Context: an optimization exercise on an open-source flow, tuned for a short achievable clock period and few clock cycles. The choices shown serve that exercise and are no tape-out recipe.
RTL that was checked went through simulation tests only; none was proved equivalent to the original.

==> raven <==
// zpc_mips
module zpc_mips(
    input         clk,
    input         reset,
    input  [31:0] Data_in,
    input         INT_KBD,
    input         INT_CNT,
    output [31:0] Addr_out,
    output [31:0] Data_out,
    output        mem_w
);
export LEC_CHECK = 0
export ABC_CLOCK_PERIOD_IN_PS = 3000
export CAP_MARGIN = 20
export CORE_MARGIN = 2
export CORE_UTILIZATION = 40
export SLEW_MARGIN = 20
create_clock -name core_clock -period 11.0 [get_ports {clk}]
standard.sh (not shown) runs the stock make flow with config.mk's settings and CLKGATE_MAP_FILE= SYNTH_SCRIPT=/design/flow/synth_recipe.tcl, a recipe that flattens the netlist after the stock synthesis.
==> flow/flow/run.sh <==
#!/bin/bash
# Standard layout (the standard.sh, unchanged synthesis), with a larger
# setup margin for ORFS's timing repair so that it keeps improving the
# critical paths beyond the 11 ns constraint.
set -uo pipefail
MARGIN=$(cat flow/margin.txt 2>/dev/null || echo 7)
bash standard.sh SETUP_SLACK_MARGIN=$MARGIN finish > make_finish.log 2>&1
status=$?
cp -r orfs/logs orfs_logs_copy 2>/dev/null || true
exit $status
==> flow/flow/margin.txt <==
7.5
==> inputs of tundra, as changes to raven <==
--- a/flow/design.v
+++ b/flow/design.v
@@ -824,10 +824,13 @@
   reg         wr;        
   reg         bfetch;    
   reg         bload;     
   reg  [4:0]  ld_rd;     
   reg  [31:0] nf;        
+  reg         w_we;      
+  reg  [4:0]  w_wa;
+  reg  [31:0] w_d;
   assign Addr_out = A;
   assign Data_out = Dout;
   assign mem_w    = wr;
   reg  [31:0] rf   [1:31];
   reg  [31:1] rf_ok;      
@@ -893,19 +896,19 @@
   wire take_int = ve && (kbd_r | cnt_r) && !inh;
   wire goE      = ve && !stallE && !take_int;
   wire [31:0] sum  = opA + opX;
   wire [31:0] diff = opA - opX;
   wire        ge   = opA >= opX;
-  wire [31:0] ewd  = ({32{s_add}} & sum) |
-                     ({32{s_sub}} & diff) |
+  wire [31:0] ewo  = ({32{s_sub}} & diff) |
                      ({32{s_and}} & (opA & opX)) |
                      ({32{s_or }} & (opA | opX)) |
                      ({32{s_nor}} & ~(opA | opX)) |
                      ({32{s_xor}} & (opA ^ opX)) |
                      ({32{s_slt}} & {31'h0, ge}) |
                      ({32{s_srl}} & {1'b0, opA[31:1]}) |
                      ({32{s_x  }} & opX);
+  wire [31:0] ewd  = s_add ? sum : ewo;
   wire        ewe  = goE && e_we;
   wire eq     = opA == opB;
   wire taken  = e_beq ? eq : !eq;
   wire mispr  = goE && e_br && (taken != e_pred);
   wire selSum = goE && (e_mem || e_jr);           
@@ -918,61 +921,83 @@
   wire takeF  = bfetch && (!vd || advD);          
   wire accF   = takeF && !redirE && !redirD;
   wire [31:0] a4 = A + 32'd4;
   wire        fj = Data_in[31:27] == 5'b00001;    
   wire [31:0] fnext = fj ? {a4[31:28], Data_in[25:0], 2'b00} : a4;
-  wire [31:0] rfA = (rs != 5'd0 && rf_ok[rs]) ? rf[rs] : 32'h0;
-  wire [31:0] rfB = (rt != 5'd0 && rf_ok[rt]) ? rf[rt] : 32'h0;
+  reg  [31:0] rsOH, rtOH, rdOH;
+  reg  [31:0] rfA, rfB, c0v;
+  always @(*) begin
+    rfA = 32'h0; rfB = 32'h0; c0v = 32'h0;
+    for (k = 1; k < 32; k = k + 1) begin
+      rfA = rfA | ({32{rsOH[k] & rf_ok[k]}} & rf[k]);
+      rfB = rfB | ({32{rtOH[k] & rf_ok[k]}} & rf[k]);
+    end
+    for (k = 0; k < 32; k = k + 1)
+      c0v = c0v | ({32{rdOH[k] & c0_ok[k]}} & cp0[k]);
+  end
   wire        eA  = ewe && e_wa != 5'd0 && e_wa == rs;
   wire        eB  = ewe && e_wa != 5'd0 && e_wa == rt;
   wire        lA  = bload && ld_rd != 5'd0 && ld_rd == rs;
   wire        lB  = bload && ld_rd != 5'd0 && ld_rd == rt;
-  wire [31:0] vA0 = lA ? Data_in : rfA;
-  wire [31:0] vB0 = lB ? Data_in : rfB;
+  wire        wA  = w_we && w_wa == rs;
+  wire        wB  = w_we && w_wa == rt;
+  wire [31:0] vA0 = lA ? Data_in : (wA ? w_d : rfA);
+  wire [31:0] vB0 = lB ? Data_in : (wB ? w_d : rfB);
   wire [31:0] vA  = eA ? ewd : vA0;
   wire [31:0] vB  = eB ? ewd : vB0;
   wire [31:0] c0r = (goE && e_mtc0 && e_rd == rd) ? opB :
-                    (c0_ok[rd] ? cp0[rd] : 32'h0);
+                    c0v;
   wire [31:0] vX0 = d_r    ? vB0 :
                     d_lui  ? {imm, 16'h0} :
                     d_jal  ? pc4d :
                     d_mfc0 ? c0r :
                     d_addiu ? zimm : simm;
   wire [31:0] vX  = (d_r && eB) ? ewd : vX0;
-  reg [31:0] nextA;
+  wire        excE  = take_int || (goE && e_exc);
+  wire        eretE = goE && e_eret;
+  reg  [31:0] restA;
   always @(*) begin
-    if (selSum)                   nextA = sum;
-    else if (mispr)               nextA = taken ? btgt : pc4e;
-    else if (take_int || (goE && e_exc)) nextA = 32'h28;
-    else if (goE && e_eret)       nextA = cp0_12;
-    else if (redirD)              nextA = d_btgt;
-    else if (bfetch)              nextA = takeF ? fnext : A;
-    else                          nextA = nf;
+    if (excE)         restA = 32'h28;
+    else if (eretE)   restA = cp0_12;
+    else if (redirD)  restA = d_btgt;
+    else if (bfetch)  restA = takeF ? a4 : A;
+    else              restA = nf;
+  end
+  wire        useJ  = bfetch && takeF && !excE && !eretE && !redirD && fj;
+  wire [31:0] fA    = useJ ? {a4[31:28], Data_in[25:0], 2'b00} : restA;
+  wire [31:0] mtgt  = taken ? btgt : pc4e;
+  wire [31:0] nextA = selSum ? sum : (mispr ? mtgt : fA);
+  always @(posedge clk) begin
+    A  <= reset ? 32'h0 : nextA;
+    wr <= !reset && memE && e_sw;
+    Dout <= opB; ld_rd <= e_rt;
   end
   always @(posedge clk or posedge reset) begin
     if (reset) begin
-      A <= 32'h0; wr <= 1'b0; bfetch <= 1'b1; bload <= 1'b0;
+      bfetch <= 1'b1; bload <= 1'b0;
       vd <= 1'b0; ve <= 1'b0;
     end else begin
-      A <= nextA;
-      wr <= memE && e_sw;
       bload <= memE && e_lw;
       bfetch <= !memE;
       vd <= !redirE && (accF || (vd && !advD));
       ve <= !redirE && (advD || (ve && !goE));
     end
   end
   always @(posedge clk) begin
     if (memE) begin
-      ld_rd <= e_rt; Dout <= opB;
       if (!redirD && !takeF && bfetch) nf <= A;
       else if (redirD) nf <= d_btgt;
       else if (bfetch) nf <= fnext;
     end else if (!bfetch && redirD) begin
       nf <= d_btgt;
     end
-    if (takeF) begin IRd <= Data_in; pc4d <= a4; end
+    if (takeF) begin
+      IRd <= Data_in; pc4d <= a4;
+      rsOH <= 32'h1 << Data_in[25:21];
+      rtOH <= 32'h1 << Data_in[20:16];
+      rdOH <= 32'h1 << Data_in[15:11];
+    end
     if (advD) begin
       pc4e <= pc4d; opA <= vA; opB <= vB; opX <= vX; btgt <= d_btgt;
       e_rs <= rs; e_rt <= rt; e_wa <= d_wa; e_rd <= rd; e_we <= d_we; e_xr <= d_r;
       e_lw <= d_lw; e_sw <= d_sw; e_mem <= d_lw | d_sw; e_br <= d_br; e_beq <= d_beq;
       e_pred <= d_pred; e_jr <= d_jr; e_sys <= d_sys; e_exc <= d_sys | d_unimp;
@@ -984,20 +1009,26 @@
       if (ld_rd == e_rs) opA <= Data_in;
       if (ld_rd == e_rt) opB <= Data_in;
       if (ld_rd == e_rt && e_xr) opX <= Data_in;
     end
   end
+  wire        rwe = bload || w_we;
+  wire [4:0]  rwa = bload ? ld_rd : w_wa;
+  wire [31:0] rwd = bload ? Data_in : w_d;
   always @(posedge clk) begin
+    w_d <= ewd; w_wa <= e_wa;
     for (k = 1; k < 32; k = k + 1)
-      if (ewe && e_wa == k) rf[k] <= ewd;
-      else if (bload && ld_rd == k) rf[k] <= Data_in;
+      if (rwe && rwa == k) rf[k] <= rwd;
   end
   always @(posedge clk or posedge reset) begin
-    if (reset) rf_ok <= 31'h0;
-    else
+    if (reset) begin
+      rf_ok <= 31'h0; w_we <= 1'b0;
+    end else begin
+      w_we <= ewe && e_wa != 5'd0;
       for (k = 1; k < 32; k = k + 1)
-        if ((ewe && e_wa == k) || (bload && ld_rd == k)) rf_ok[k] <= 1'b1;
+        if (rwe && rwa == k) rf_ok[k] <= 1'b1;
+    end
   end
   wire c0exc = take_int || (goE && e_exc);
   reg  [2:0] cause;
   always @(*) begin
     if (kbd_r)      cause = 3'd0;
==> notes <==
Against tundra, the synthesized area of raven is higher by 8.4%.
tundra ran to the end with no violations. raven aborted during global routing (5_1_grt) (GRT-0232).
In tundra the synthesized cell count is smaller than in raven, by 18%.
Testbench counts of tundra, summed over its fixed seeds: cycles 35,998.
Function not checked in raven: the RTL went through the layout flow alone.

---

==> umber: inputs <==
zpc_mips, a different RTL version from the one above (not shown whole).
export LEC_CHECK = 0
export ABC_CLOCK_PERIOD_IN_PS = 3000
export CAP_MARGIN = 20
export CORE_MARGIN = 2
export CORE_UTILIZATION = 55
export CTS_CLUSTER_DIAMETER = 80
export CTS_CLUSTER_SIZE = 20
export SLEW_MARGIN = 20
create_clock -name core_clock -period 11.0 [get_ports {clk}]
Scripts as last shown in full above: flow/flow/run.sh, flow/flow/margin.txt
==> juniper: changes against umber <==
CORE_UTILIZATION = 40   (was 55)
CTS_CLUSTER_DIAMETER = unset   (was 80)
CTS_CLUSTER_SIZE = unset   (was 20)
==> run_results.csv <==
group,metric,value,unit
outcome,outcome,"complete, no violations",
timing,whs,395,ps
cells_and_area,synthToLayoutAreaGrowth,15.5,%
grt,antenna_found_initial,58,
setup_path,r2r-start,"opA[0]",
power_and_ir_drop,switching_share,43.6,%
floorplanning,nWellTaps,3515,
grt,grt_max_degree,78,
clock_network,post_cts_resized,1258,
setup_path,crit_buf_inv,1,
cells_and_area,seq_area_share,58.2,%
(the above is from umber)
==> run_results.csv <==
group,metric,value,unit
grt,grt_max_degree,130,
clock_network,post_cts_resized,1294,
yosys,syn_nets,10742,
timing,whs,390,ps
floorplanning,nWellTaps,4773,
timing,drv_slew,0,
cells_and_area,synthToLayoutAreaGrowth,19.9,%
setup_path,crit_buf_inv,3,
outcome,outcome,"complete, no violations",
setup_path,cp-start-kind,"flip-flop",
cells_and_area,seq_area_share,56.0,%
cells_and_area,fin_nets,11162,
setup_path,r2r-start,"A[13]",
power_and_ir_drop,switching_share,41.9,%
grt,antenna_found_initial,44,
(the above is from juniper)
Testbench counts of umber, summed over its fixed seeds: cycles 34,120.
Testbench counts of juniper, summed over its fixed seeds: cycles 34,120.

[separate check: timing with driven ports]
In the flow no input, the clock included, has a driving cell. The finished layouts below were timed again as built, in two steps. Step 1 (the two cells are an assumption about what drives the block):
set clk [get_ports {clk}]
set_driving_cell -lib_cell sky130_fd_sc_hd__clkbuf_16 $clk
set_driving_cell -lib_cell sky130_fd_sc_hd__buf_2 [delete_from_list [all_inputs] $clk]
Step 2, shift: input delay + t, output delay - t, t = (earliest + latest rising clock arrival at the registers) / 2. This alone moves slack from input paths to output paths. a / b / c = ideal ports / drivers / drivers and shift; a / b = the first two.
run	shift t [ns]	setup slack, ns	clock arrival spread, ns
tundra	0.981	7.167 / 7.167 / 6.390	0.060 / 0.059
umber	1.070	7.166 / 7.154 / 6.304	0.097 / 0.097
juniper	1.069	7.220 / 7.146 / 6.418	0.060 / 0.060
After both steps every run listed still meets setup and hold. For umber, which loses most, drivers alone change the setup slack by -0.012 ns; drivers and shift together by -0.862 ns.
